What follows belongs to an exercise in optimizing a design on an open flow for small area and a short achievable clock period; a production flow would make more cautious choices.
Function was not checked in any run shown here: the RTL went through the layout flow alone.
Power and IR drop assume default switching activity.

$ cat design.v
`timescale 1ns / 1ps
`timescale 1ns / 1ps
module TMemory(
    input           clk,
    input           rst,
    input           write_en,
    input  [7:0]    addr,
    input  [7:0]    write_data,
    output [7:0]    read_data
    );
    localparam integer NWORDS = 256;
    localparam integer NINIT  = 109;
    localparam [NINIT*8-1:0] INIT = {
        256'h4C6FB3A128F532FAFDC0E5FD0017D40E5C54FB5CD49E2BF1A4931D3AC7AEA9EC,
        256'h0902C0251609522DD8BBA80AEF965CD4FE965C549B86C0F53A373886C025A66F,
        256'hD3285517F4F5325517A4E35CA4C36FB3F1CEC21704090200670220FDC0F5329A,
        104'hF0A12BA1C8F1A4B31186F0B102
    };
    wire [7:0] d_set = write_data | {8{rst}};
    wire [7:0] d_clr = write_data & ~{8{rst}};
    wire [15:0] hi = 16'd1 << addr[7:4];
    wire [15:0] lo = 16'd1 << addr[3:0];
    reg  [NWORDS*8-1:0] MEM;
    wire [NWORDS-1:0]   sel;
    wire [NWORDS-1:0]   wen;
    genvar k, j;
    generate
        for (k = 0; k < NWORDS; k = k + 1) begin : g_word
            assign sel[k] = hi[k / 16] & lo[k % 16];
            if (k < NINIT) begin : g_init
                assign wen[k] = (write_en & sel[k]) | rst;
                for (j = 0; j < 8; j = j + 1) begin : g_bit
                    wire d = INIT[k*8+j] ? d_set[j] : d_clr[j];
                    always @(posedge clk)
                        MEM[k*8+j] <= (wen[k] & d) | (~wen[k] & MEM[k*8+j]);
                end
            end else begin : g_plain
                assign wen[k] = write_en & sel[k];
                for (j = 0; j < 8; j = j + 1) begin : g_bit
                    always @(posedge clk)
                        MEM[k*8+j] <= (wen[k] & write_data[j]) | (~wen[k] & MEM[k*8+j]);
                end
            end
        end
        for (j = 0; j < 8; j = j + 1) begin : g_rd
            wire [NWORDS-1:0] t;
            for (k = 0; k < NWORDS; k = k + 1) begin : g_t
                assign t[k] = sel[k] & MEM[k*8+j];
            end
            assign read_data[j] = |t;
        end
    endgenerate
endmodule
`timescale 1ns / 1ps
`timescale 1ns / 1ps
module Core_FSM(
    input      [3:0]    state,
    input      [3:0]    impact,
    output reg [3:0]    nextstate
    );
    always @(*) begin
        nextstate = state;
        case (state)
            4'b0000: case (impact)
                4'b0000: nextstate = 4'b0010;
                4'b1000: nextstate = 4'b0110;
                4'b1001: nextstate = 4'b1010;
                4'b1111: nextstate = 4'b1101;
                default: ;
            endcase
            4'b0001: case (impact)
                4'b1111: nextstate = 4'b0000;
                4'b1011: nextstate = 4'b0011;
                4'b1100: nextstate = 4'b1000;
                4'b0010: nextstate = 4'b1011;
                default: ;
            endcase
            4'b0010: case (impact)
                4'b1011: nextstate = 4'b0001;
                4'b1111: nextstate = 4'b0101;
                4'b0110: nextstate = 4'b0111;
                4'b0000: nextstate = 4'b1001;
                4'b1100: nextstate = 4'b1110;
                default: ;
            endcase
            4'b0011: case (impact)
                4'b1010: nextstate = 4'b0100;
                4'b0110: nextstate = 4'b1111;
                default: ;
            endcase
            4'b0100: case (impact)
                4'b1111: nextstate = 4'b0001;
                4'b0001: nextstate = 4'b0111;
                4'b0101: nextstate = 4'b1100;
                default: ;
            endcase
            4'b0101: case (impact)
                4'b1100: nextstate = 4'b0000;
                4'b0011: nextstate = 4'b0010;
                4'b1111: nextstate = 4'b0100;
                4'b0010: nextstate = 4'b1000;
                default: ;
            endcase
            4'b0110: case (impact)
                4'b0001: nextstate = 4'b0001;
                4'b0010: nextstate = 4'b0101;
                4'b0011: nextstate = 4'b1000;
                4'b1001: nextstate = 4'b1011;
                4'b1111: nextstate = 4'b1110;
                4'b1110: nextstate = 4'b1111;
                default: ;
            endcase
            4'b0111: case (impact)
                4'b0000: nextstate = 4'b0000;
                4'b1100: nextstate = 4'b0010;
                4'b0101: nextstate = 4'b0101;
                4'b0011: nextstate = 4'b1010;
                default: ;
            endcase
            4'b1000: case (impact)
                4'b1010: nextstate = 4'b0001;
                4'b1101: nextstate = 4'b0011;
                4'b0011: nextstate = 4'b0111;
                4'b1011: nextstate = 4'b1011;
                4'b0010: nextstate = 4'b1101;
                default: ;
            endcase
            4'b1001: case (impact)
                4'b0000: nextstate = 4'b0100;
                4'b0001: nextstate = 4'b0110;
                4'b1110: nextstate = 4'b1100;
                4'b1010: nextstate = 4'b1110;
                default: ;
            endcase
            4'b1010: case (impact)
                4'b0011: nextstate = 4'b0010;
                4'b1111: nextstate = 4'b0101;
                4'b1010: nextstate = 4'b1000;
                4'b0001: nextstate = 4'b1101;
                default: ;
            endcase
            4'b1011: case (impact)
                4'b1010: nextstate = 4'b0001;
                4'b0101: nextstate = 4'b0100;
                4'b1101: nextstate = 4'b1000;
                4'b1001: nextstate = 4'b1110;
                default: ;
            endcase
            4'b1100: case (impact)
                4'b1110: nextstate = 4'b0011;
                4'b1001: nextstate = 4'b0110;
                4'b1010: nextstate = 4'b1001;
                4'b1111: nextstate = 4'b1011;
                4'b0000: nextstate = 4'b1110;
                default: ;
            endcase
            4'b1101: case (impact)
                4'b0010: nextstate = 4'b0000;
                4'b0101: nextstate = 4'b0010;
                4'b1001: nextstate = 4'b0011;
                4'b1110: nextstate = 4'b0101;
                4'b1111: nextstate = 4'b1010;
                default: ;
            endcase
            4'b1110: case (impact)
                4'b1111: nextstate = 4'b0001;
                4'b1101: nextstate = 4'b0100;
                4'b1100: nextstate = 4'b0111;
                default: ;
            endcase
            4'b1111: case (impact)
                4'b1100: nextstate = 4'b0011;
                4'b1010: nextstate = 4'b0110;
                4'b0000: nextstate = 4'b1010;
                4'b0100: nextstate = 4'b1100;
                default: ;
            endcase
        endcase
    end
endmodule
`timescale 1ns / 1ps
module OnboardTop(
    input   [15:0]  SW,
    output  [15:0]  LED,
    input           RST,
    input           JB_TCK,
    input           JB_TMS,
    input           JB_TDI,
    output          JB_TDO,
    output          JA_1,
    output          JA_2,
    output          JA_3,
    output          JA_4,
    output          JA_5,
    output          JC_1,
    output          JC_2,
    output          JC_3,
    output          JC_4
    );
    wire TCK = JB_TCK;
    wire TMS = JB_TMS;
    wire TDI = JB_TDI;
    localparam [3:0] S_TLR   = 4'd0,  S_RTI   = 4'd1,  S_SELDR = 4'd2,  S_CAPDR = 4'd3;
    localparam [3:0] S_SHDR  = 4'd4,  S_EX1DR = 4'd5,  S_PDR   = 4'd6,  S_EX2DR = 4'd7;
    localparam [3:0] S_UPDR  = 4'd8,  S_SELIR = 4'd9,  S_CAPIR = 4'd10, S_SHIR  = 4'd11;
    localparam [3:0] S_EX1IR = 4'd12, S_PIR   = 4'd13, S_EX2IR = 4'd14, S_UPIR  = 4'd15;
    localparam [3:0] CMD_BYPASS   = 4'b1111;
    localparam [3:0] CMD_SAMPLE   = 4'b0001;
    localparam [3:0] CMD_EXTEST   = 4'b0010;
    localparam [3:0] CMD_INTEST   = 4'b0011;
    localparam [3:0] CMD_IDCODE   = 4'b0100;
    localparam [3:0] CMD_RUNBIST  = 4'b0101;
    localparam [3:0] CMD_DATALOAD = 4'b0110;
    localparam [3:0] CMD_ADDRLOAD = 4'b0111;
    localparam [31:0] IDCODE = 32'hDEAD104D;
    localparam [2:0] B_IDLE = 3'd0, B_INIT = 3'd1, B_ASK = 3'd2, B_GET = 3'd3;
    localparam [2:0] B_IMP  = 3'd4, B_VER  = 3'd5, B_WAIT = 3'd6;
    reg  [3:0]  ts;          
    reg         clk_DR;      
    reg         clk_IR;      
    reg  [3:0]  sir;         
    reg  [3:0]  ir;          
    reg         bypass;
    reg  [5:0]  idcnt;       
    reg  [8:0]  sbsr;        
    reg  [4:0]  mbsr;        
    reg  [15:0] sr;          
    reg  [15:0] maddr;       
    reg         mrst;        
    reg         we;          
    reg         ben;         
    reg         tdo_q;
    reg  [4:0]  ja_q;        
    reg         sw_sel;      
    reg  [2:0]  bs;          
    reg  [7:0]  q;           
    reg         done;
    reg  [3:0]  ref_data;
    reg  [3:0]  imp_data;
    reg  [4:0]  impact;
    reg         sig_f;       
    reg         sig_nl;      
    reg  [3:0]  sig_res;     
    reg  [3:0]  cstate;      
    reg         cclk_q;
    reg [3:0] ts_n;
    always @(*) begin
        ts_n = ts;
        if (RST) begin
            ts_n = S_TLR;
        end else begin
            case (ts)
            S_TLR:   if (!TMS) ts_n = S_RTI;
            S_RTI:   if (TMS)  ts_n = S_SELDR;
            S_SELDR: ts_n = TMS ? S_SELIR : S_CAPDR;
            S_CAPDR: ts_n = TMS ? S_EX1DR : S_SHDR;
            S_SHDR:  if (TMS)  ts_n = S_EX1DR;
            S_EX1DR: ts_n = TMS ? S_UPDR : S_PDR;
            S_PDR:   if (TMS)  ts_n = S_EX2DR;
            S_EX2DR: ts_n = TMS ? S_UPDR : S_SHDR;
            S_UPDR:  ts_n = TMS ? S_SELDR : S_RTI;
            S_SELIR: ts_n = TMS ? S_TLR : S_CAPIR;
            S_CAPIR: ts_n = TMS ? S_EX1IR : S_SHIR;
            S_SHIR:  if (TMS)  ts_n = S_EX1IR;
            S_EX1IR: ts_n = TMS ? S_UPIR : S_PIR;
            S_PIR:   if (TMS)  ts_n = S_EX2IR;
            S_EX2IR: ts_n = TMS ? S_UPIR : S_SHIR;
            S_UPIR:  ts_n = TMS ? S_SELDR : S_RTI;
            endcase
        end
    end
    wire shDR = (ts == S_SHDR);
    wire shIR = (ts == S_SHIR);
    wire updDR = (ts == S_UPDR);
    wire clk_DR_n = (ts_n == S_CAPDR) ? 1'b1 :
                    (ts_n == S_EX1DR || ts_n == S_TLR) ? 1'b0 : clk_DR;
    wire clk_IR_n = (ts_n == S_CAPIR) ? 1'b1 :
                    (ts_n == S_EX1IR || ts_n == S_TLR) ? 1'b0 : clk_IR;
    wire [3:0] sir_n = RST ? CMD_IDCODE :
                       (clk_IR && shIR) ? {TDI, sir[3:1]} : sir;
    wire [3:0] ir_n  = RST ? CMD_IDCODE :
                       (ts_n == S_UPIR) ? sir : ir;
    wire i_bypass = (ir == CMD_BYPASS);
    wire i_idcode = (ir == CMD_IDCODE);
    wire i_bsr    = (ir == CMD_SAMPLE || ir == CMD_EXTEST || ir == CMD_INTEST);
    wire i_addr   = (ir == CMD_ADDRLOAD);
    wire i_dload  = (ir == CMD_DATALOAD);
    wire i_bist   = (ir == CMD_RUNBIST);
    wire i_sr     = i_addr | i_dload | i_bist;
    wire rb_n = (ir_n == CMD_RUNBIST);
    wire it_n = (ir_n == CMD_INTEST);
    wire byp_n = (clk_DR && i_bypass) ? (shDR & TDI) : bypass;
    wire [5:0] idcnt_n = !(clk_DR && i_idcode) ? idcnt :
                         !shDR ? 6'd0 :
                         idcnt[5] ? idcnt : idcnt + 6'd1;
    wire id_bit_n = idcnt_n[5] | IDCODE[idcnt_n[4:0]];
    wire [8:0] sbsr_n = RST ? 9'd0 :
                        !(clk_DR && i_bsr) ? sbsr :
                        shDR ? {TDI, sbsr[8:1]} : {SW[15:11], cstate};
    wire [4:0] mbsr_n = RST ? 5'd0 :
                        (ts_n == S_UPDR) ? sbsr[8:4] : mbsr;
    wire [13:0] signature = {sig_f, sig_nl, imp_data & {4{sig_f}}, ref_data & {4{sig_f}}, sig_res};
    wire [15:0] sr_cap = i_addr ? maddr : i_bist ? {2'b00, signature} : 16'd0;
    wire [15:0] sr_n = !(clk_DR && i_sr) ? sr :
                       shDR ? {TDI & ~i_bist, sr[15:1]} : sr_cap;
    wire [7:0] start_addr = maddr[15:8];
    wire [7:0] end_addr   = maddr[7:0];
    wire tdo_dr_n = i_bypass ? byp_n :
                    i_idcode ? id_bit_n :
                    i_bsr    ? sbsr_n[0] :
                    i_sr     ? sr_n[0] : 1'b0;
    wire tdo_n = ((ts_n == S_SHIR) & sir_n[0]) | ((ts_n == S_SHDR) & tdo_dr_n);
    wire [7:0] rd;
    wire [3:0] cnext;
    reg [2:0] bs_n;
    always @(*) begin
        bs_n = bs;
        if (RST) begin
            bs_n = B_IDLE;
        end else begin
            case (bs)
            B_IDLE: if (ben) bs_n = B_INIT;
            B_INIT: bs_n = ben ? B_ASK : B_IDLE;
            B_ASK:  bs_n = !ben ? B_IDLE : done ? B_WAIT : B_GET;
            B_GET:  bs_n = ben ? B_IMP : B_IDLE;
            B_IMP:  bs_n = ben ? B_VER : B_IDLE;
            B_VER:  bs_n = !ben ? B_IDLE : sig_f ? B_WAIT : B_ASK;
            B_WAIT: if (!ben) bs_n = B_IDLE;
            default: bs_n = B_IDLE;
            endcase
        end
    end
    wire [7:0] q_inc = q + 8'd1;
    wire [7:0] q_ask = (bs == B_VER) ? q_inc : q;
    wire       past_end = (q_ask > end_addr);
    wire       mismatch = (cnext != ref_data);
    reg [4:0] impact_n;
    always @(*) begin
        impact_n = impact;
        case (bs_n)
        B_IDLE: impact_n = 5'd0;
        B_GET:  impact_n = {1'b0, rd[7:4]};
        B_IMP:  impact_n[4] = 1'b1;
        B_VER:  impact_n[4] = 1'b0;
        default: ;
        endcase
    end
    always @(posedge TCK) begin
        bs     <= bs_n;
        impact <= impact_n;
        case (bs_n)
        B_INIT: q <= start_addr;
        B_ASK: begin
            q    <= q_ask;
            done <= past_end;
        end
        B_GET: begin
            imp_data <= rd[7:4];
            ref_data <= rd[3:0];
        end
        default: ;
        endcase
        if (ts_n == S_UPDR && i_dload)
            q <= sr[15:8];
        if (RST || bs_n == B_INIT) begin
            sig_f   <= 1'b0;
            sig_nl  <= 1'b0;
            sig_res <= 4'd0;
        end else if (bs_n == B_ASK) begin
            if (past_end)
                sig_nl <= 1'b0;
        end else if (bs_n == B_VER) begin
            sig_f   <= mismatch;
            sig_nl  <= (q != end_addr);
            sig_res <= mismatch ? cnext : 4'd0;
        end
    end
    wire       rb = (ir == CMD_RUNBIST);
    wire       it = (ir == CMD_INTEST);
    wire [4:0] to_core = rb ? impact : it ? mbsr : SW[15:11];
    wire       cstep = to_core[4] & ~cclk_q;
    Core_FSM cfsm1(
        .state(cstate),
        .impact(to_core[3:0]),
        .nextstate(cnext)
    );
    always @(posedge TCK) begin
        cclk_q <= to_core[4];
        if (RST)
            cstate <= 4'd0;
        else if (cstep)
            cstate <= cnext;
    end
    always @(posedge TCK) begin
        ts     <= ts_n;
        clk_DR <= clk_DR_n;
        clk_IR <= clk_IR_n;
        sir    <= sir_n;
        ir     <= ir_n;
        bypass <= byp_n;
        idcnt  <= idcnt_n;
        sbsr   <= sbsr_n;
        mbsr   <= mbsr_n;
        sr     <= sr_n;
        mrst   <= (ts_n == S_TLR);
        we     <= (ts_n == S_UPDR) && i_dload;
        ben    <= rb_n && (ts_n == S_RTI);
        tdo_q  <= tdo_n;
        ja_q   <= rb_n ? impact_n : it_n ? mbsr_n : 5'd0;
        sw_sel <= !rb_n && !it_n;
        if (mrst)
            maddr <= {8'h00, 8'h6C};
        else if (updDR && i_addr)
            maddr <= sr;
    end
    TMemory tmem1(
        .clk(TCK),
        .rst(mrst),
        .write_en(we),
        .addr(q),
        .write_data(sr[7:0]),
        .read_data(rd)
    );
    wire [4:0] ja = ja_q | (SW[15:11] & {5{sw_sel}});
    assign JB_TDO = tdo_q;
    assign LED[15:12] = cstate;
    assign LED[11:5]  = 7'b0000000;
    assign LED[4:0]   = impact;
    assign JA_1 = ja[4];
    assign JA_2 = ja[3];
    assign JA_3 = ja[2];
    assign JA_4 = ja[1];
    assign JA_5 = ja[0];
    assign JC_1 = cstate[3];
    assign JC_2 = cstate[2];
    assign JC_3 = cstate[1];
    assign JC_4 = cstate[0];
endmodule
$ cat run.sh
#!/bin/bash
# synth_recipe.tcl (not shown) runs the flow's synth.tcl, then flattens the netlist and writes it again
# the make line also repeats each setting of config.mk as NAME=value (left out here)
make -C /OpenROAD-flow-scripts/flow DESIGN_CONFIG=/design/flow/config.mk WORK_HOME=/design/flow/orfs CLKGATE_MAP_FILE= SYNTH_SCRIPT=/design/flow/synth_recipe.tcl finish
$ cat config.mk
export PLATFORM = sky130hd
export DESIGN_NAME = OnboardTop
export DESIGN_NICKNAME = OnboardTop
export VERILOG_FILES = /design/flow/design.v
export SDC_FILE = /design/flow/constraint.sdc
export NUM_CORES = 8
export LEC_CHECK = 0
export CAP_MARGIN = 20
export CORE_MARGIN = 2
export CORE_UTILIZATION = 40
export SLEW_MARGIN = 20
$ cat constraint.sdc
create_clock -name core_clock -period 7.0 [get_ports {JB_TCK}]
set_input_delay 1.4000 -clock core_clock [delete_from_list [all_inputs] [get_ports {JB_TCK}]]
set_output_delay 1.4000 -clock core_clock [all_outputs]
set_load 0.01 [all_outputs]
==> results of run 1 <==
## final timing paths
| path | from | end | slack (ns) | cells after the start |
|---|---|---|---|---|
| worst max-delay path | q[3]$_DFFE_PP_ | ja_q[0]$_DFF_P_ | 0.12 | 12 |
| worst min-delay path | maddr[13]$_SDFFE_PP0P_ | maddr[13]$_SDFFE_PP0P_ | 0.49 | 2 |
| worst max register to register | q[3]$_DFFE_PP_ | ja_q[0]$_DFF_P_ | 0.12 | 12 |
| worst min register to register | maddr[13]$_SDFFE_PP0P_ | maddr[13]$_SDFFE_PP0P_ | 0.49 | 2 |
## layer usage
layer	GRT usage	share of wire
met5	0.104	0.0031
met4	0.523	0.12
met3	0.402	0.20
met2	0.719	0.37
met1	0.623	0.31
## cells in the mapped netlist (all sizes together) (16+ instances only)
| library cell | instances | area, um2 |
|---|---|---|
| nand4 | 112 | 701 |
| nor4 | 59 | 375 |
| a222oi | 74 | 741 |
| edfxtp | 2080 | 62500 |
| mux2i | 41 | 410 |
| a21o | 29 | 218 |
| nor2 | 421 | 1590 |
| a221oi | 142 | 1260 |
| a32oi | 78 | 683 |
| o22ai | 116 | 732 |
| dfxtp | 81 | 1620 |
| a22o | 118 | 1030 |
| and3 | 63 | 394 |
| a32o | 47 | 470 |
| a21oi | 88 | 440 |
| buf | 87 | 394 |
| nor2b | 31 | 194 |
| a211oi | 20 | 155 |
| inv | 29 | 109 |
| nand2 | 200 | 751 |
| a31oi | 19 | 131 |
| nand3 | 89 | 450 |
| o21bai | 91 | 687 |
| a22oi | 518 | 3890 |
| clkbuf | 238 | 893 |
| o21ai | 94 | 470 |
| nor3 | 54 | 270 |
| and2 | 16 | 100 |
| nand2b | 17 | 106 |
## cell type report
| type | count | area [um2] |
|---|---|---|
| multi-input combinational | 2734 | 19200 |
| inverter | 29 | 109 |
| clock buffer | 270 | 5860 |
| timing repair buffer | 703 | 5870 |
| fill | 17900 | 107000 |
| sequential | 2161 | 64100 |
| tap | 2788 | 3490 |
| antenna | 137 | 343 |
| clock inverter | 149 | 1470 |
## power groups by stage
stage / Clock (W) / Sequential, W / Combinational (W)
6_report: 0.0124 / 0.0151 / 0.00186
5_1_grt: 0.0127 / 0.0151 / 0.00170
4_1_cts: 0.0122 / 0.0151 / 0.00165
3_5_place_dp: 0 / 0.0153 / 0.00164
3_3_place_gp: 0 / 0.0153 / 0.00164
2_1_floorplan: 0 / 0.0152 / 0.000487
## metrics by stage
step / area, um2 / cells
CTS: 99800 / 8820
finish: 100000 / 8971
global placement: 92300 / 8397
global route: 100000 / 8865
floorplan: 83500 / 5249
detailed placement: 92500 / 8401
## critical path, stage by stage, from the launching register on
cell and delay [ns]:
edfxtp_1 1.16, nor2b_1 0.57, nand2_1 0.95, buf_4 0.39
nor2_1 0.13, buf_4 0.23, a22oi_1 1.07, nand4_1 0.20
nor4_1 0.34, nand4_1 0.20, or4_1 0.93, a22oi_1 0.35
o32ai_1 0.14
## cell families (layout without fill, tap and decap cells)
| logic type | count (synthesis) | count (layout) | synth area share |
|---|---|---|---|
| AOI/OAI and AO/OA | 1522 | 1522 | 0.140 |
| xor gates and xnor gates | 23 | 23 | 0.00241 |
| adders and majority gates | 15 | 15 | 0.00225 |
| buffers and inverters | 354 | 1151 | 0.0167 |
| DFF | 2161 | 2161 | 0.768 |
| muxes | 50 | 50 | 0.00613 |
| other | 1 | 144 | 0.0000449 |
| and+or+nand+nor | 1117 | 1117 | 0.0641 |
==> metrics.md, run 1 <==
| Metric | Value |
|---|---|
| Routability cong. | 1.14 |
| Switch Pwr | roughly 0.0074 W |
| Antenna violations before repair | 146 |
| RSZ-0062 raised after global routing | no |
| Cell Rows | 167 |
| Syn Area/Cell | 15.9 um2 |
| Final Hold Fails | 0 |
| Syn Std Cell Area | 0.0834 mm2 |
| Routed vias/inst | just over 8 |
| Clk_skew | 0.0565 ns |
| Pin count of the biggest net entering global routing | ~100 |
| Post-DR wirelength/cell | a little under 70 um |
| Outcome | complete, but fails checks |
| Req. time, crit path | 7.79 ns |
| TritonCTS Buffers | 227 |
| DR pass1 iterations | 8 |
| Pleak | 31.8 nW |
| Fraction of layout cells with a size suffix above 1 | 0.217 |
| Worst Tran Pin Value | 1.59 ns |
| Setup TNS | 0 ns |
| CTS tree | built |
| Initial Util | 0.403 |
| Clock network power share | 0.422 |
| Max-slew violation count | 8 |
| Design Power | 0.0294 W |
| Tot GR Track Use | 0.574 |
| IO Port Bufs | 27 |
| Clk sinks | 2161 |
| Post-synthesis sequential area ratio | 0.768 |
| Yosys Warn Count | 3 |
| Gr ovfl total | 0 |
| PD cells | 292 mW/mm2 |
| H-tree levels | 4 |
| Post-CTS setup buffers | 0 |
| Setup WS pre-CTS | ~0.9 ns |
| Routed Antenna Nets | 0 |
| 1st-iter DRT viols | 19.0k |
| DR DRC count | 0 |
| Via Count | 73.3k |
| Crit share post-route | 0.983 |
| Commonest cells after routing, fill and taps aside | edfxtp_1, buf_4, a22oi_1 |
| Io pins | between 40 and 50 |
| Height of the die | 461 um |
| Max_slew headroom | -0.0574 |
| CTS max path bufs | 3 |
| Clock slew at reported path FFs | 0.06 ns |
| Hold Buf Count CTS | 0 |
| Layout check failures | capacitance limit, slew limit |
| Ys flop type | edfxtp_1 |
| Die area | about 0.21 mm2 |
| VDD IR-drop max | between 0.2 and 0.3 mV |
| Number of global-route vias before repair | 60.3k |
| Area Growth Syn to Fin | 20.3% |
| Detailed Place HPWL | 434000 um |
| Worst Setup Path Type | reg -> reg |
| Root buffer cell | clkbuf_16 |
| Min Tclk post-route | 6.88 ns |
| HP Class | reg -> reg |
| CP Max Fanout | 14 |
| Worst path arrival time | about 7.7 ns |
| First-pass GRT wire length | 748000 um |
| Final WL | 620000 um |
| Hold slack | 0.488 ns |
| Startpoint Class | register |
| Async S/R FF share, synth | 0 |
| # nets final | 5891 |
| Highest clock rate | around 150 MHz |
| Worst Setup End Kind | register |
| Worst Slack Setup Final | 0.118 ns |
| Synth unique cells | 91 |
| EDFF count, synth | 2080 |
| Setup violators final | 0 |
| Most common cell after layout, fill and taps aside | edfxtp_1 |
| Sw frac | 0.253 |
| Register share of total power | 0.514 |
| # Max-Cap Violations | 1 |
| Core footprint | 0.207 mm2 |
| #FFs+latches synth | 2161 |
| Final Util | 0.484 |
| Die span in x | between 400 and 500 um |
| Int Pwr | 0.0219 W |
| Gate Count Post-Synth | 5243 |
| Comb pwr share | 0.063 |
| Insertion delay to the later sink of the worst-skew pair | 0.92 ns |
| Resized cells post-CTS | 0 |
==> inputs of run 2 (changes only) <==
--- a/config.mk
+++ b/config.mk
@@ -5,7 +5,9 @@
 export SDC_FILE = /design/flow/constraint.sdc
 export NUM_CORES = 8
 export LEC_CHECK = 0
+export ABC_CLOCK_PERIOD_IN_PS = 3300
 export CAP_MARGIN = 20
 export CORE_MARGIN = 2
-export CORE_UTILIZATION = 40
+export CORE_UTILIZATION = 60
+export SETUP_SLACK_MARGIN = 3.5
 export SLEW_MARGIN = 20
==> metrics.md, run 2 <==
| Metric | Value |
|---|---|
| CTS max path bufs | 3 (unchanged) |
| Post-synthesis sequential area ratio | 0.768 (unchanged) |
| Pin count of the biggest net entering global routing | 151 |
| H-tree levels | 4 (unchanged) |
| Top cells by area, synth | edfxtp_1, a22oi_1, dfxtp_1 |
| Ys flop type | edfxtp_1 |
| Tot GR Track Use | 0.794 |
| Initial Util | 0.605 (+0.203) |
| Async S/R FF share, synth | 0 (unchanged) |
| Run Error | [ERROR GRT-0232] Routing congestion too high. Check the congestion heatmap in the GUI. |
| IO Port Bufs | 27 (unchanged) |
| Clk sinks | 2161 (unchanged) |
| Outcome | did not finish |
| Top cells by count, synth | edfxtp_1, a22oi_1, nor2_1, clkbuf_1, nand2_1 |
| Detailed Place HPWL | 351000 um (-19%) |
| Syn Std Cell Area | 0.0834 mm2 (unchanged) |
| Gr ovfl total | 2 |
| Synth unique cells | 91 (unchanged) |
| Yosys Warn Count | 3 (unchanged) |
| Die span in x | 377 um (-18%) |
| EDFF count, synth | 2080 (unchanged) |
| #FFs+latches synth | 2161 (unchanged) |
| Syn Area/Cell | 15.9 um2 (unchanged) |
| Height of the die | 377 um (-18%) |
| Io pins | 46 (unchanged) |
| Cell Rows | 136 (-19%) |
| Root buffer cell | clkbuf_16 |
| Gate Count Post-Synth | 5243 (unchanged) |
| Exit stage | global routing (5_1_grt) |
| TritonCTS Buffers | 207 (-8.8%) |
| Area share of the largest cell type after synthesis | 0.748 (unchanged) |
| Top-count cell post-synth | edfxtp_1 |
| Synth area leader | edfxtp_1 |
| Routability cong. | 1.28 (+12%) |
-- run 2: cell counts after synthesis --
Identical to the previous run, type by type.
-- run 2: stage by stage --
| stage | instances | utilization | instance area (um2) | power [W] | setup slack, ns |
|---|---|---|---|---|---|
| after global placement | 7213 | 0.649 | 89400 | 0.0167 | 1.12 |
| after floorplan | 5249 | - | 83800 | 0.0157 | 2.66 |
| after detailed placement | 7220 | 0.650 | 89600 | 0.0168 | 1.30 |
| after CTS | 7764 | 0.728 | 100000 | 0.0275 | 2.65 |
-- run 2: worst max path at each step --
stage,to,startpoint,cells after the start
2_1_floorplan,sig_res[0]$_SDFFE_PP0P_,SW[12],11
3_3_place_gp,ref_data[3]$_DFFE_PN_,q[5]$_DFFE_PP_,14
3_5_place_dp,ref_data[3]$_DFFE_PN_,q[0]$_DFFE_PP_,13
4_1_cts,ja_q[0]$_DFF_P_,q[0]$_DFFE_PP_,13
-- run 2: cells by family after synthesis --
| logic type | share of synthesized area |
|---|---|
| AOI/OAI and AO/OA | 0.140 |
| xor gates and xnor gates | 0.00241 |
| adders and majority gates | 0.00225 |
| buffers and inverters | 0.0167 |
| DFF | 0.768 |
| muxes | 0.00613 |
| other | 0.0000449 |
| and+or+nand+nor | 0.0641 |
-- run 2: layer usage --
layer	overflow	global-route usage
met1	0	0.807
met2	0	0.865
met3	0	0.739
met4	2	0.737
met5	0	0.618
-- run 2: what timing repair did --
action	4_1_cts
hold buffers	0
pin swaps	87
resized for setup	531
setup buffers	162
setup endpoints to repair	1583
cloned	9
-- run 2: power groups by stage --
| stage | logic, W | clock network (W) | registers, W |
|---|---|---|---|
| 3_3_place_gp | 0.00139 | 0 | 0.0153 |
| 3_5_place_dp | 0.00141 | 0 | 0.0154 |
| 2_1_floorplan | 0.000496 | 0 | 0.0152 |
| 4_1_cts | 0.00149 | 0.0109 | 0.0151 |
==> inputs of run 3 (changes only) <==
--- a/design.v
+++ b/design.v
@@ -4,7 +4,8 @@
     input           clk,
     input           rst,
     input           write_en,
-    input  [7:0]    addr,
+    input  [15:0]   hi,          
+    input  [15:0]   lo,          
     input  [7:0]    write_data,
     output [7:0]    read_data
     );
@@ -18,8 +19,6 @@
     };
     wire [7:0] d_set = write_data | {8{rst}};
     wire [7:0] d_clr = write_data & ~{8{rst}};
-    wire [15:0] hi = 16'd1 << addr[7:4];
-    wire [15:0] lo = 16'd1 << addr[3:0];
     reg  [NWORDS*8-1:0] MEM;
     wire [NWORDS-1:0]   sel;
     wire [NWORDS-1:0]   wen;
@@ -43,11 +42,16 @@
             end
         end
         for (j = 0; j < 8; j = j + 1) begin : g_rd
-            wire [NWORDS-1:0] t;
-            for (k = 0; k < NWORDS; k = k + 1) begin : g_t
-                assign t[k] = sel[k] & MEM[k*8+j];
+            wire [15:0] g;
+            genvar i, w;
+            for (i = 0; i < 16; i = i + 1) begin : g_grp
+                wire [15:0] t;
+                for (w = 0; w < 16; w = w + 1) begin : g_t
+                    assign t[w] = lo[w] & MEM[(16*i+w)*8+j];
+                end
+                assign g[i] = hi[i] & (|t);
             end
-            assign read_data[j] = |t;
+            assign read_data[j] = |g;
         end
     endgenerate
 endmodule
@@ -234,6 +238,10 @@
     reg         sw_sel;      
     reg  [2:0]  bs;          
     reg  [7:0]  q;           
+    reg  [7:0]  rdq;         
+    reg  [15:0] q_hi;        
+    reg  [15:0] q_lo;        
+    reg         lastw;       
     reg         done;
     reg  [3:0]  ref_data;
     reg  [3:0]  imp_data;
@@ -330,38 +338,39 @@
             endcase
         end
     end
-    wire [7:0] q_inc = q + 8'd1;
-    wire [7:0] q_ask = (bs == B_VER) ? q_inc : q;
-    wire       past_end = (q_ask > end_addr);
+    wire       past_end = (q > end_addr);
+    wire       at_end   = (q == end_addr);
     wire       mismatch = (cnext != ref_data);
     reg [4:0] impact_n;
     always @(*) begin
         impact_n = impact;
         case (bs_n)
         B_IDLE: impact_n = 5'd0;
-        B_GET:  impact_n = {1'b0, rd[7:4]};
+        B_GET:  impact_n = {1'b0, rdq[7:4]};
         B_IMP:  impact_n[4] = 1'b1;
         B_VER:  impact_n[4] = 1'b0;
         default: ;
         endcase
     end
+    wire [7:0] q_n = (bs_n == B_INIT) ? start_addr :
+                     (bs_n == B_GET)  ? q + 8'd1 :
+                     (ts_n == S_UPDR && i_dload) ? sr[15:8] : q;
     always @(posedge TCK) begin
         bs     <= bs_n;
         impact <= impact_n;
+        rdq    <= rd;
+        q    <= q_n;
+        q_hi <= 16'd1 << q_n[7:4];
+        q_lo <= 16'd1 << q_n[3:0];
         case (bs_n)
-        B_INIT: q <= start_addr;
-        B_ASK: begin
-            q    <= q_ask;
-            done <= past_end;
-        end
+        B_ASK:  done <= past_end;
         B_GET: begin
-            imp_data <= rd[7:4];
-            ref_data <= rd[3:0];
+            lastw    <= at_end;
+            imp_data <= rdq[7:4];
+            ref_data <= rdq[3:0];
         end
         default: ;
         endcase
-        if (ts_n == S_UPDR && i_dload)
-            q <= sr[15:8];
         if (RST || bs_n == B_INIT) begin
             sig_f   <= 1'b0;
             sig_nl  <= 1'b0;
@@ -371,7 +380,7 @@
                 sig_nl <= 1'b0;
         end else if (bs_n == B_VER) begin
             sig_f   <= mismatch;
-            sig_nl  <= (q != end_addr);
+            sig_nl  <= !lastw;
             sig_res <= mismatch ? cnext : 4'd0;
         end
     end
@@ -417,7 +426,8 @@
         .clk(TCK),
         .rst(mrst),
         .write_en(we),
-        .addr(q),
+        .hi(q_hi),
+        .lo(q_lo),
         .write_data(sr[7:0]),
         .read_data(rd)
     );
==> config.mk (replaced) <==
export PLATFORM = sky130hd
export DESIGN_NAME = OnboardTop
export DESIGN_NICKNAME = OnboardTop
export VERILOG_FILES = /design/flow/design.v
export SDC_FILE = /design/flow/constraint.sdc
export NUM_CORES = 8
export LEC_CHECK = 0
export CAP_MARGIN = 20
export CORE_MARGIN = 2
export CORE_UTILIZATION = 50
export SETUP_SLACK_MARGIN = 3.8
export SLEW_MARGIN = 20
==> metrics.md, run 3 <==
| Metric | Value |
|---|---|
| Pin count of the biggest net entering global routing | 152 |
| Clock slew at reported path FFs | 0.06 ns |
| Routability cong. | 0.857 (-33%) |
| Setup violators final | 0 |
| DR pass1 iterations | 6 |
| Fraction of layout cells with a size suffix above 1 | 0.121 |
| Met3 wire len | 22700 um |
| H-tree levels | 4 (unchanged) |
| Routed Antenna Nets | 0 |
| Async S/R FF share, synth | 0 (unchanged) |
| Initial Util | 0.503 (-0.103) |
| Root buffer cell | clkbuf_16 |
| Clk sinks | 2202 (+1.9%) |
| Min-delay src | rdq[1]$_DFF_P_ |
| DR DRC count | 0 |
| Crit share post-route | 0.477 |
| Cell Rows | 149 (+9.6%) |
| Top cells by area, synth | edfxtp_1, a221oi_1, a22oi_1 |
| Worst Setup End Kind | register |
| TritonCTS Buffers | 217 (+4.8%) |
| Worst path arrival time | 3.98 ns |
| First-pass GRT wire length | roughly 350000 um |
| Post-DR wirelength/cell | 33.8 um |
| Ys flop type | edfxtp_1 |
| Insertion delay to the later sink of the worst-skew pair | 0.85 ns |
| Worst Tran Pin Value | about 1.1 ns |
| Register share of total power | 0.555 |
| Outcome | timing/DRC/antenna clean |
| Met2 WL | 115000 um |
| Fillers | 12.7k |
| VDD IR-drop max | 0.264 mV |
| Min Tclk post-route | 3.34 ns |
| Max_slew headroom | 0.254 |
| CP peak stage delay | 0.78 ns |
| PD cells | between 200 and 300 mW/mm2 |
| #FFs+latches synth | 2202 (+1.9%) |
| Core footprint | 0.165 mm2 |
| RSZ-0062 raised after global routing | yes |
| Most common cell after layout, fill and taps aside | edfxtp_1 |
| Post-synthesis sequential area ratio | 0.783 (+0.0149) |
| # nets final | 4982 |
| Die span in x | 411 um (+9.0%) |
| Top Layer Used | met5 |
| Area Growth Syn to Fin | 12.7% |
| CTS max path bufs | 3 (unchanged) |
| Gr ovfl total | 0 |
| Routed length on met1 | 102000 um |
| Syn Std Cell Area | 0.0828 mm2 (-0.75%) |
| Clock network power share | 0.409 |
| Int Pwr | 0.0214 W |
| Req. time, crit path | 7.64 ns |
| Hold slack | 0.413 ns |
| Antenna violations before repair | 6 |
| Synth unique cells | 83 (-8.8%) |
| Number of global-route vias before repair | 47.4k |
| Critical-path cell list | buf_4 -> a22o_1 -> a221oi_1 -> nand4_1 -> a221oi_1 -> nand4_1 |
| Setup TNS | 0 ns |
| Highest clock rate | approximately 300 MHz |
| IO Port Bufs | 27 (unchanged) |
| Area share of the largest cell type after synthesis | 0.752 (+0.00310) |
| Comb pwr share | 0.036 |
| Routed vias/inst | 6.75 |
| Top cells by count, synth | edfxtp_1, a22oi_1, a221oi_1, a22o_1, clkbuf_1 |
| Detailed Place HPWL | 138000 um (-61%) |
| Switch Pwr | about 0.0059 W |
| Via Count | 49.4k |
| Final WL | roughly 250000 um |
| # Max-Cap Violations | 0 |
| Top-count cell post-synth | edfxtp_1 |
| 1st-iter DRT viols | 6532 |
| Worst r2r src | q_lo[6]$_SDFF_PP0_ |
| Sw frac | 0.216 |
| Final Hold Fails | 0 |
| Gate Count Post-Synth | 4918 (-6.2%) |
| Die area | between 0.15 and 0.2 mm2 |
| Clk_skew | ~0.032 ns |
| EDFF count, synth | 2073 (-0.34%) |
| Yosys Warn Count | 3 (unchanged) |
| Critical path origin | q_lo[6]$_SDFF_PP0_ |
| CP Max Fanout | 43 |
| Height of the die | 411 um (+9.0%) |
| Commonest cells after routing, fill and taps aside | edfxtp_1, a22oi_1, a221oi_1 |
| Synth area leader | edfxtp_1 |
| Io pins | 46 (unchanged) |
| Max-slew violation count | 0 |
| HP Class | reg -> reg |
| Syn Area/Cell | 16.8 um2 (+5.8%) |
| Startpoint Class | register |
| Worst Setup Path Type | reg -> reg |
| CTS tree | built |
| Tot GR Track Use | 0.290 |
| Slowest-stage cell, CP | a221oi_1 |
| Pleak | 30.4 nW |
[run 3: cell types whose count changed after synthesis, sizes merged, moves of 74 or more]
| cell | change |
|---|---|
| a22o | +216 |
| and3 | +89 |
| a32oi | -75 |
| o21bai | -89 |
| nor2 | -290 |
| a22oi | -127 |
| nand2 | -74 |
| a221oi | +218 |
| o22ai | -104 |
| a21o | +86 |
[run 3: timing repair]
item / CTS / global route
endpoints found under the setup margin: 76 / 81
pin swaps: 28 / 24
gates resized for setup: 146 / 50
hold buffers: 0 / 0
buffers inserted: 48 / 13
cloned: 1 / 1
[run 3: logic make-up after synthesis]
kind of cell,Yosys count,synth area share
buf+inv,414,0.0196
xor+xnor,16,0.00169
flops,2202,0.783
fa+ha+maj,10,0.00151
mux,29,0.00354
other cells,1,0.0000453
compound gates,1448,0.139
simple gates,798,0.0522
[run 3: final timing paths]
| path | end | slack, ns | cells after the start |
|---|---|---|---|
| max | rdq[6]$_DFF_P_ | 3.66 | 6 |
| min | ref_data[1]$_DFFE_PP_ | 0.41 | 0 |
| max reg2reg | rdq[6]$_DFF_P_ | 3.66 | 6 |
| min reg2reg | ref_data[1]$_DFFE_PP_ | 0.41 | 0 |
[run 3: cell type report]
class / count / area [um2] / area share
inverter: 27 / 114 / 0.00122
antenna: 2 / 5.00 / 0.0000536
clock inverter: 122 / 957 / 0.0103
timing repair buffer: 195 / 1820 / 0.0195
clock buffer: 273 / 5760 / 0.0618
multi-input combinational: 2309 / 17000 / 0.182
tap: 2189 / 2740 / 0.0293
sequential: 2202 / 64900 / 0.696
[run 3: power groups by stage]
stage	Sequential (W)	Combinational, W	Clock, W
after floorplan	0.0154	0.000526	0
after global placement	0.0154	0.000919	0
after detailed placement	0.0155	0.000928	0
after CTS	0.0152	0.000971	0.0112
after global routing	0.0152	0.00104	0.0117
final	0.0152	0.000988	0.0112
[run 3: layer usage]
layer | GRT usage | up-vias
met4 | 0.0892 | 6
li1 | - | 20500
met3 | 0.0534 | 437
met2 | 0.450 | 2648
met1 | 0.418 | 25800
met5 | 0 | -
[run 3: metrics by stage]
stage	utilization	total power (W)	cell area (um2)	setup WS (ns)	instances
2_1_floorplan	-	0.0159	83100	3.25	4924
3_3_place_gp	0.520	0.0163	85600	1.76	6859
3_5_place_dp	0.520	0.0164	85600	1.71	6859
4_1_cts	0.564	0.0274	93000	3.73	7303
5_1_grt	0.566	0.0280	93300	3.57	7317
6_report	0.566	0.0273	93300	3.66	7319
[run 3: worst max-delay path, delay by kind of cell, from the launching register on]
kind / cells / cell delay (ns)
compound gates: 3 / 1.29
flops: 1 / 0.59
simple gates: 2 / 0.77
buf+inv: 1 / 0.42

==> re-timing with driven ports <==
Ports are ideal in the flow. The routed layouts listed here were re-timed in OpenROAD.
Step 1: set_driving_cell puts a clkbuf_16 on JB_TCK and a buf_2 on each other input, an assumption about the parent block.
Step 2 times the ports against the registers' clock, not the clock port: input delays grow and output delays shrink by t, the midpoint of the rising clock arrivals with the driver on.
Slacks: ideal ports / drivers / drivers and shift; pairs: ideal ports / drivers.
| run | shift t [ns] | setup slack, ns | clock arrival spread, ns |
|---|---|---|---|
| run 1 | 1.015 | 0.118 / 0.118 / 0.118 | 0.085 / 0.086 |
| run 3 | 0.924 | 3.662 / 3.662 / 2.810 | 0.040 / 0.041 |
The setup slack of run 3, which loses most, moves by 0.000 ns with the drivers and by -0.852 ns with both steps.
